From an optimization exercise on the open Yosys and OpenROAD flow, aimed at small area; shortcuts taken in it are not production practice.
Only simulation tests tie the RTL to the original design; equivalence was not proved.

==> job 3487 <==
## R_CPU
module R_CPU(
    input clk,
    input reset,
    input [31:0] Inst_code,
    output [31:0] PC,
    output [31:0] ALU_F,
    output OF,
    output ZF
    );
==> module zf_nor32, before the edit <==
module zf_nor32(
    input [31:0] x,
    output z
    );
    assign z = ~|x;
endmodule
==> module ALU, before the edit <==
module ALU(
    input op_add,
    input op_sub,
    input op_and,
    input op_or,
    input op_xor,
    input op_nor,
    input op_sltu,
    input op_sll,
    input [31:0] A,
    input [31:0] B,
    output [31:0] F,
    output ZF,
    output OF
    );
    wire sub = op_sub | op_sltu;
    wire arith = op_add | op_sub;
    wire [31:0] Bx = B ^ {32{sub}};
    wire [31:0] g = A & Bx;
    wire [31:0] t = A | Bx;
    wire [31:0] p = A ^ Bx;
    wire [32:0] c;
    LCA_32 carry(.g(g), .t(t), .C0(sub), .c(c));
    wire big = |A[31:5];
    wire [31:0] s0 = A[0] ? {B[30:0], 1'b0} : B;
    wire [31:0] s1 = A[1] ? {s0[29:0], 2'b0} : s0;
    wire [31:0] s2 = A[2] ? {s1[27:0], 4'b0} : s1;
    wire [31:0] s3 = A[3] ? {s2[23:0], 8'b0} : s2;
    wire shen = op_sll & ~big;
    wire sh16 = shen & A[4];
    wire sh00 = shen & ~A[4];
    wire [31:0] s4 = ({32{sh16}} & {s3[15:0], 16'b0}) | ({32{sh00}} & s3);
    wire xa = arith | op_xor;
    wire l00 = op_nor;
    wire l01 = op_or | xa;
    wire l10 = op_or | xa;
    wire l11 = op_and | op_or;
    wire [31:0] lg = (~A & ~Bx & {32{l00}}) | (~A & Bx & {32{l01}}) | (A & ~Bx & {32{l10}}) | (A & Bx & {32{l11}});
    assign F = (lg ^ ({32{arith}} & c[31:0]))
             | s4 | {31'd0, op_sltu & ~c[32]};
    assign OF = arith & (A[31] == Bx[31]) & (p[31] ^ c[31] ^ A[31]);
    zf_nor32 zf(.x(F), .z(ZF));
endmodule
==> module rf_sel_and3, before the edit <==
module rf_sel_and3(
    input a, input b, input c,
    output y
    );
    assign y = a & b & c;
endmodule
==> module rf_sel_and2, before the edit <==
module rf_sel_and2(
    input a, input b,
    output y
    );
    assign y = a & b;
endmodule
==> module RegisterFile, before the edit <==
module RegisterFile(
    input [4:0] R_Addr_A,
    input [4:0] R_Addr_B,
    input [4:0] W_Addr,
    input [31:0] W_Data,
    input reset,
    input clk,
    input Write_Reg,
    output [31:0] R_Data_A,
    output [31:0] R_Data_B
    );
    reg [31:1] valid;
    wire [3:0] alo = 4'd1 << R_Addr_A[1:0];
    wire [7:0] ahi = 8'd1 << R_Addr_A[4:2];
    wire [3:0] blo = 4'd1 << R_Addr_B[1:0];
    wire [7:0] bhi = 8'd1 << R_Addr_B[4:2];
    wire [3:0] wlo = 4'd1 << W_Addr[1:0];
    wire [7:0] whi = Write_Reg ? (8'd1 << W_Addr[4:2]) : 8'd0;
    wire [31:0] wsel, asel, bsel;
    genvar i, k;
    generate
        for (i = 0; i < 32; i = i + 1) begin : dec
            if (i == 0) begin
                assign wsel[0] = 1'b0;
                assign asel[0] = 1'b0;
                assign bsel[0] = 1'b0;
            end else begin
                rf_sel_and2 dw(.a(wlo[i % 4]), .b(whi[i / 4]), .y(wsel[i]));
                rf_sel_and3 da(.a(alo[i % 4]), .b(ahi[i / 4]), .c(valid[i]), .y(asel[i]));
                rf_sel_and3 db(.a(blo[i % 4]), .b(bhi[i / 4]), .c(valid[i]), .y(bsel[i]));
            end
        end
    endgenerate
    always @(posedge clk or posedge reset) begin
        if (reset)
            valid <= 31'd0;
        else
            valid <= valid | wsel[31:1];
    end
    wire [31:0] q [1:31];
    generate
        for (i = 1; i < 32; i = i + 1) begin : r
            reg [31:0] d;
            always @(posedge clk)
                if (wsel[i])
                    d <= W_Data;
            assign q[i] = d;
        end
        for (k = 0; k < 32; k = k + 1) begin : bt
            wire [9:0] ya, yb;
            for (i = 0; i < 10; i = i + 1) begin : g
                rf_sel3 ua(.s0(asel[3*i+1]), .d0(q[3*i+1][k]),
                           .s1(asel[3*i+2]), .d1(q[3*i+2][k]),
                           .s2(asel[3*i+3]), .d2(q[3*i+3][k]), .y(ya[i]));
                rf_sel3 ub(.s0(bsel[3*i+1]), .d0(q[3*i+1][k]),
                           .s1(bsel[3*i+2]), .d1(q[3*i+2][k]),
                           .s2(bsel[3*i+3]), .d2(q[3*i+3][k]), .y(yb[i]));
            end
            rf_join ja(.y(ya), .s31(asel[31]), .d31(q[31][k]), .o(R_Data_A[k]));
            rf_join jb(.y(yb), .s31(bsel[31]), .d31(q[31][k]), .o(R_Data_B[k]));
        end
    endgenerate
endmodule
==> module pc_ha, before the edit <==
module pc_ha(
    input a,
    input b,
    output s,
    output c
    );
    assign s = a ^ b;
    assign c = a & b;
endmodule
==> module fetch, before the edit <==
module fetch(
    input clk,
    input reset,
    output [31:0] PC
    );
    reg [31:2] q;
    wire [31:2] n;
    wire [32:3] t;
    assign n[2] = ~q[2];
    assign t[3] = q[2];
    genvar i;
    generate
        for (i = 3; i < 31; i = i + 1) begin : inc
            pc_ha h(.a(q[i]), .b(t[i]), .s(n[i]), .c(t[i+1]));
        end
    endgenerate
    assign n[31] = q[31] ^ t[31];
    always @(posedge clk or posedge reset) begin
        if (reset)
            q <= 30'd0;
        else
            q <= n;
    end
    assign PC = {q, 2'b00};
endmodule
export LEC_CHECK = 0
export ABC_CLOCK_PERIOD_IN_PS = 10000
export CAP_MARGIN = 20
export CORE_MARGIN = 2
export CORE_UTILIZATION = 55
export SLEW_MARGIN = 20
create_clock -name core_clock -period 14.0 [get_ports {clk}]
standard.sh (not shown) runs the stock make flow with config.mk's settings and CLKGATE_MAP_FILE= SYNTH_SCRIPT=/design/flow/synth_recipe.tcl, a recipe that flattens the netlist after the stock synthesis.
==> flow/flow/run.sh <==
#!/bin/bash
# Layout flow: the standard ORFS flow with these changes:
#  - synthesis (flow/synth.tcl, synth_recipe.tcl with two changes) first turns
#    the instances of the modules in flow/cellmap.v into the standard cells
#    given there, then maps the rest of the combinational logic with the
#    area-oriented ABC script flow/abc.script; it does not pre-map full/half
#    adders (ADDER_MAP_FILE empty);
#  - the ORFS variables in flow/make_vars (one NAME=value per line) are set
#    for every step: clock tree arguments (small buffers, small sink clusters,
#    no dummy loads) and the port buffer cell.
# Each tool's output goes to a log file in this folder.
set -euo pipefail
W=$(pwd)
export MY_ABC_SCRIPT=$W/flow/abc.script
export MY_CELLMAP=$W/flow/cellmap.v
VARS=()
while IFS= read -r line; do
    [[ -z "$line" || "$line" == \#* ]] && continue
    VARS+=("$line")
done < $W/flow/make_vars
make -C "$FLOW_HOME" DESIGN_CONFIG=$W/config.mk WORK_HOME=$W/orfs CLKGATE_MAP_FILE= \
    SYNTH_SCRIPT=$W/flow/synth.tcl ADDER_MAP_FILE= synth > $W/synth.log 2>&1
make -C "$FLOW_HOME" DESIGN_CONFIG=$W/config.mk WORK_HOME=$W/orfs CLKGATE_MAP_FILE= \
    SYNTH_SCRIPT=$W/flow/synth.tcl ADDER_MAP_FILE= "${VARS[@]}" \
    finish > $W/layout.log 2>&1
R=$W/orfs/results/sky130hd/R_CPU/base
: # left out here: write the final layout as DEF
==> flow/flow/cellmap.v <==
// Maps each rf_sel3 instance to one sky130 a222oi cell, which computes the
// same function: Y = !((A1 & A2) | (B1 & B2) | (C1 & C2)).
module rf_sel3(input s0, input d0, input s1, input d1, input s2, input d2, output y);
    sky130_fd_sc_hd__a222oi_1 _TECHMAP_REPLACE_ (
        .A1(d0), .A2(s0), .B1(d1), .B2(s1), .C1(d2), .C2(s2), .Y(y));
endmodule

// Maps each rf_join instance to four NANDs and an OR:
// o = !(y0&y1&y2&y3) | !(y4&y5&y6&y7) | !(y8 & y9 & !(s31&d31)).
module rf_join(input [9:0] y, input s31, input d31, output o);
    wire n31, t0, t1, t2;
    sky130_fd_sc_hd__nand2_1 u31 (.A(s31), .B(d31), .Y(n31));
    sky130_fd_sc_hd__nand4_1 u0 (.A(y[0]), .B(y[1]), .C(y[2]), .D(y[3]), .Y(t0));
    sky130_fd_sc_hd__nand4_1 u1 (.A(y[4]), .B(y[5]), .C(y[6]), .D(y[7]), .Y(t1));
    sky130_fd_sc_hd__nand3_1 u2 (.A(y[8]), .B(y[9]), .C(n31), .Y(t2));
    sky130_fd_sc_hd__or3_1 _TECHMAP_REPLACE_ (.A(t0), .B(t1), .C(t2), .X(o));
endmodule

// Maps each pc_ha instance to one sky130 half adder: SUM = A ^ B, COUT = A & B.
module pc_ha(input a, input b, output s, output c);
    sky130_fd_sc_hd__ha_1 _TECHMAP_REPLACE_ (.A(a), .B(b), .SUM(s), .COUT(c));
endmodule

// Maps each register select to one AND cell strong enough to drive its
// 32 loads: Y = A & B & C, Y = A & B.
module rf_sel_and3(input a, input b, input c, output y);
    sky130_fd_sc_hd__and3_2 _TECHMAP_REPLACE_ (.A(a), .B(b), .C(c), .X(y));
endmodule

module rf_sel_and2(input a, input b, output y);
    sky130_fd_sc_hd__and2_2 _TECHMAP_REPLACE_ (.A(a), .B(b), .X(y));
endmodule

// Maps the zero flag to a balanced tree: eight NOR4s, two NAND4s, one NOR2.
module zf_nor32(input [31:0] x, output z);
    wire [7:0] m;
    wire [1:0] n;
    genvar j;
    generate
        for (j = 0; j < 8; j = j + 1) begin : l1
            sky130_fd_sc_hd__nor4_1 u (.A(x[4*j]), .B(x[4*j+1]), .C(x[4*j+2]), .D(x[4*j+3]), .Y(m[j]));
        end
    endgenerate
    sky130_fd_sc_hd__nand4_1 n0 (.A(m[0]), .B(m[1]), .C(m[2]), .D(m[3]), .Y(n[0]));
    sky130_fd_sc_hd__nand4_1 n1 (.A(m[4]), .B(m[5]), .C(m[6]), .D(m[7]), .Y(n[1]));
    sky130_fd_sc_hd__nor2_1 _TECHMAP_REPLACE_ (.A(n[0]), .B(n[1]), .Y(z));
endmodule
==> flow/flow/synth.tcl <==
# The standard flow's synthesis (synth_recipe.tcl) with two changes: the instances of the
# modules in the file named by MY_CELLMAP are mapped to the standard cells given
# there before synthesis starts, and the ABC script that maps the rest of the
# combinational logic is the one in the file named by MY_ABC_SCRIPT, run without
# a delay target.
set ::cellmap_done 0
proc synth {args} {
  if { !$::cellmap_done } {
    yosys techmap -map $::env(MY_CELLMAP)
    set ::cellmap_done 1
  }
  yosys synth -nofsm -noshare {*}$args
}
proc abc {args} {
  set i [lsearch -exact $args -script]
  if { $i >= 0 } {
    set args [lreplace $args [expr {$i + 1}] [expr {$i + 1}] $::env(MY_ABC_SCRIPT)]
  }
  set j [lsearch -exact $args -D]
  if { $j >= 0 } {
    set args [lreplace $args $j [expr {$j + 1}]]
  }
  yosys abc {*}$args
}
source $::env(SCRIPTS_DIR)/synth.tcl
# left out here: clear keep_hierarchy, flatten, clean up, hide names made inside functions, write 1_2_yosys.v
Other scripts of this flow, unchanged in this note and not shown: flow/flow/abc.script, flow/flow/make_vars
==> job 2785 (differences from job 3487) <==
--- a/flow/design.v
+++ b/flow/design.v
@@ -38,8 +38,2 @@
 `timescale 1ns / 1ps
-module zf_nor32(
-    input [31:0] x,
-    output z
-    );
-    assign z = ~|x;
-endmodule
 module ALU(
@@ -77,11 +71,7 @@
     wire xa = arith | op_xor;
-    wire l00 = op_nor;
-    wire l01 = op_or | xa;
-    wire l10 = op_or | xa;
-    wire l11 = op_and | op_or;
-    wire [31:0] lg = (~A & ~Bx & {32{l00}}) | (~A & Bx & {32{l01}}) | (A & ~Bx & {32{l10}}) | (A & Bx & {32{l11}});
-    assign F = (lg ^ ({32{arith}} & c[31:0]))
+    assign F = ({32{xa}} & (p ^ ({32{arith}} & c[31:0])))
+             | ({32{op_and}} & g) | ({32{op_or}} & t) | ({32{op_nor}} & ~t)
              | s4 | {31'd0, op_sltu & ~c[32]};
     assign OF = arith & (A[31] == Bx[31]) & (p[31] ^ c[31] ^ A[31]);
-    zf_nor32 zf(.x(F), .z(ZF));
+    assign ZF = ~|F;
 endmodule
@@ -95,14 +85,2 @@
     assign y = ~((s0 & d0) | (s1 & d1) | (s2 & d2));
-endmodule
-module rf_sel_and3(
-    input a, input b, input c,
-    output y
-    );
-    assign y = a & b & c;
-endmodule
-module rf_sel_and2(
-    input a, input b,
-    output y
-    );
-    assign y = a & b;
 endmodule
@@ -127,23 +105,5 @@
     reg [31:1] valid;
-    wire [3:0] alo = 4'd1 << R_Addr_A[1:0];
-    wire [7:0] ahi = 8'd1 << R_Addr_A[4:2];
-    wire [3:0] blo = 4'd1 << R_Addr_B[1:0];
-    wire [7:0] bhi = 8'd1 << R_Addr_B[4:2];
-    wire [3:0] wlo = 4'd1 << W_Addr[1:0];
-    wire [7:0] whi = Write_Reg ? (8'd1 << W_Addr[4:2]) : 8'd0;
-    wire [31:0] wsel, asel, bsel;
-    genvar i, k;
-    generate
-        for (i = 0; i < 32; i = i + 1) begin : dec
-            if (i == 0) begin
-                assign wsel[0] = 1'b0;
-                assign asel[0] = 1'b0;
-                assign bsel[0] = 1'b0;
-            end else begin
-                rf_sel_and2 dw(.a(wlo[i % 4]), .b(whi[i / 4]), .y(wsel[i]));
-                rf_sel_and3 da(.a(alo[i % 4]), .b(ahi[i / 4]), .c(valid[i]), .y(asel[i]));
-                rf_sel_and3 db(.a(blo[i % 4]), .b(bhi[i / 4]), .c(valid[i]), .y(bsel[i]));
-            end
-        end
-    endgenerate
+    wire [31:0] wsel = Write_Reg ? (32'd1 << W_Addr) : 32'd0;
+    wire [31:0] asel = (32'd1 << R_Addr_A) & {valid, 1'b0};
+    wire [31:0] bsel = (32'd1 << R_Addr_B) & {valid, 1'b0};
     always @(posedge clk or posedge reset) begin
@@ -155,2 +115,3 @@
     wire [31:0] q [1:31];
+    genvar i, k;
     generate
@@ -204,11 +165,2 @@
 `timescale 1ns / 1ps
-module pc_ha(
-    input a,
-    input b,
-    output s,
-    output c
-    );
-    assign s = a ^ b;
-    assign c = a & b;
-endmodule
 module fetch(
@@ -218,21 +170,10 @@
     );
-    reg [31:2] q;
-    wire [31:2] n;
-    wire [32:3] t;
-    assign n[2] = ~q[2];
-    assign t[3] = q[2];
-    genvar i;
-    generate
-        for (i = 3; i < 31; i = i + 1) begin : inc
-            pc_ha h(.a(q[i]), .b(t[i]), .s(n[i]), .c(t[i+1]));
-        end
-    endgenerate
-    assign n[31] = q[31] ^ t[31];
+    reg [31:2] PC_reg;
     always @(posedge clk or posedge reset) begin
         if (reset)
-            q <= 30'd0;
+            PC_reg <= 30'd0;
         else
-            q <= n;
+            PC_reg <= PC_reg + 30'd1;
     end
-    assign PC = {q, 2'b00};
+    assign PC = {PC_reg, 2'b00};
 endmodule
==> flow/flow/cellmap.v (replaced) <==
// Maps each rf_sel3 instance to one sky130 a222oi cell, which computes the
// same function: Y = !((A1 & A2) | (B1 & B2) | (C1 & C2)).
module rf_sel3(input s0, input d0, input s1, input d1, input s2, input d2, output y);
    sky130_fd_sc_hd__a222oi_1 _TECHMAP_REPLACE_ (
        .A1(d0), .A2(s0), .B1(d1), .B2(s1), .C1(d2), .C2(s2), .Y(y));
endmodule

// Maps each rf_join instance to four NANDs and an OR:
// o = !(y0&y1&y2&y3) | !(y4&y5&y6&y7) | !(y8 & y9 & !(s31&d31)).
module rf_join(input [9:0] y, input s31, input d31, output o);
    wire n31, t0, t1, t2;
    sky130_fd_sc_hd__nand2_1 u31 (.A(s31), .B(d31), .Y(n31));
    sky130_fd_sc_hd__nand4_1 u0 (.A(y[0]), .B(y[1]), .C(y[2]), .D(y[3]), .Y(t0));
    sky130_fd_sc_hd__nand4_1 u1 (.A(y[4]), .B(y[5]), .C(y[6]), .D(y[7]), .Y(t1));
    sky130_fd_sc_hd__nand3_1 u2 (.A(y[8]), .B(y[9]), .C(n31), .Y(t2));
    sky130_fd_sc_hd__or3_1 _TECHMAP_REPLACE_ (.A(t0), .B(t1), .C(t2), .X(o));
endmodule
--- a/flow/flow/synth.tcl
+++ b/flow/flow/synth.tcl
@@ -3,4 +3,3 @@
 # there before synthesis starts, and the ABC script that maps the rest of the
-# combinational logic is the one in the file named by MY_ABC_SCRIPT, run without
-# a delay target.
+# combinational logic is the one in the file named by MY_ABC_SCRIPT.
 set ::cellmap_done 0
==> out/metrics.csv <==
metric,value,unit
reg2reg_from,RF_inst.valid[4]$_DFF_PP0_,
worst_pin_slew,1030,ps
routedWlPerCell,40.5,um
design_area,49600,um2
outcome,no timing/DRC/antenna violations,
drtIter0Drc,8658,
pre_cts_slack,948,ps
r2r_end,RF_inst.r[23].d[31]$_DFFE_PP_,
That was job 2785.
==> out/metrics.csv <==
metric,value,unit
outcome,no timing/DRC/antenna violations,
routedWlPerCell,39.6,um
worst_pin_slew,1160,ps
synth-simple-area-share,0.0950,
cts_root_buf,clkbuf_4,
design_area,48700,um2
drtIter0Drc,8346,
r2r_end,RF_inst.r[22].d[30]$_DFFE_PP_,
cp_max_fo,18,
layout_common_cells,"edfxtp_1 (992), a222oi_1 (641), nand2_1 (166)",
pre_cts_slack,954,ps
reg2reg_from,RF_inst.valid[5]$_DFF_PP0_,
dr_wl_met2,71.9,mm
worstHoldPathCells,1,
That was job 3487.

[what the ideal ports hide]
In the flow no input, the clock included, has a driving cell. The finished layouts below were timed again as built, in two steps. Step 1: set_driving_cell puts a clkbuf_16 on clk and a buf_2 on each other input, an assumption about the parent block. Step 2 adds t to the input delays and takes it off the output delays; t is the mean of the earliest and latest rising clock arrival at the registers after step 1. Input paths then give back, and output paths get back, about the clock's delay inside the block. Three values: ideal, step 1, step 2; two values: the first two.
| run | t, ns | setup WS [ns] | worst setup path at the end |
|---|---|---|---|
| job 3487 | 1.055 | 0.658 / 0.626 / 0.626 | input to output |
| job 2785 | 1.069 | 0.686 / 0.657 / 0.657 | input to output |
After both steps every run listed still meets setup and hold. For job 3487, which loses most, drivers alone change the setup slack by -0.032 ns; drivers and shift together by -0.032 ns.
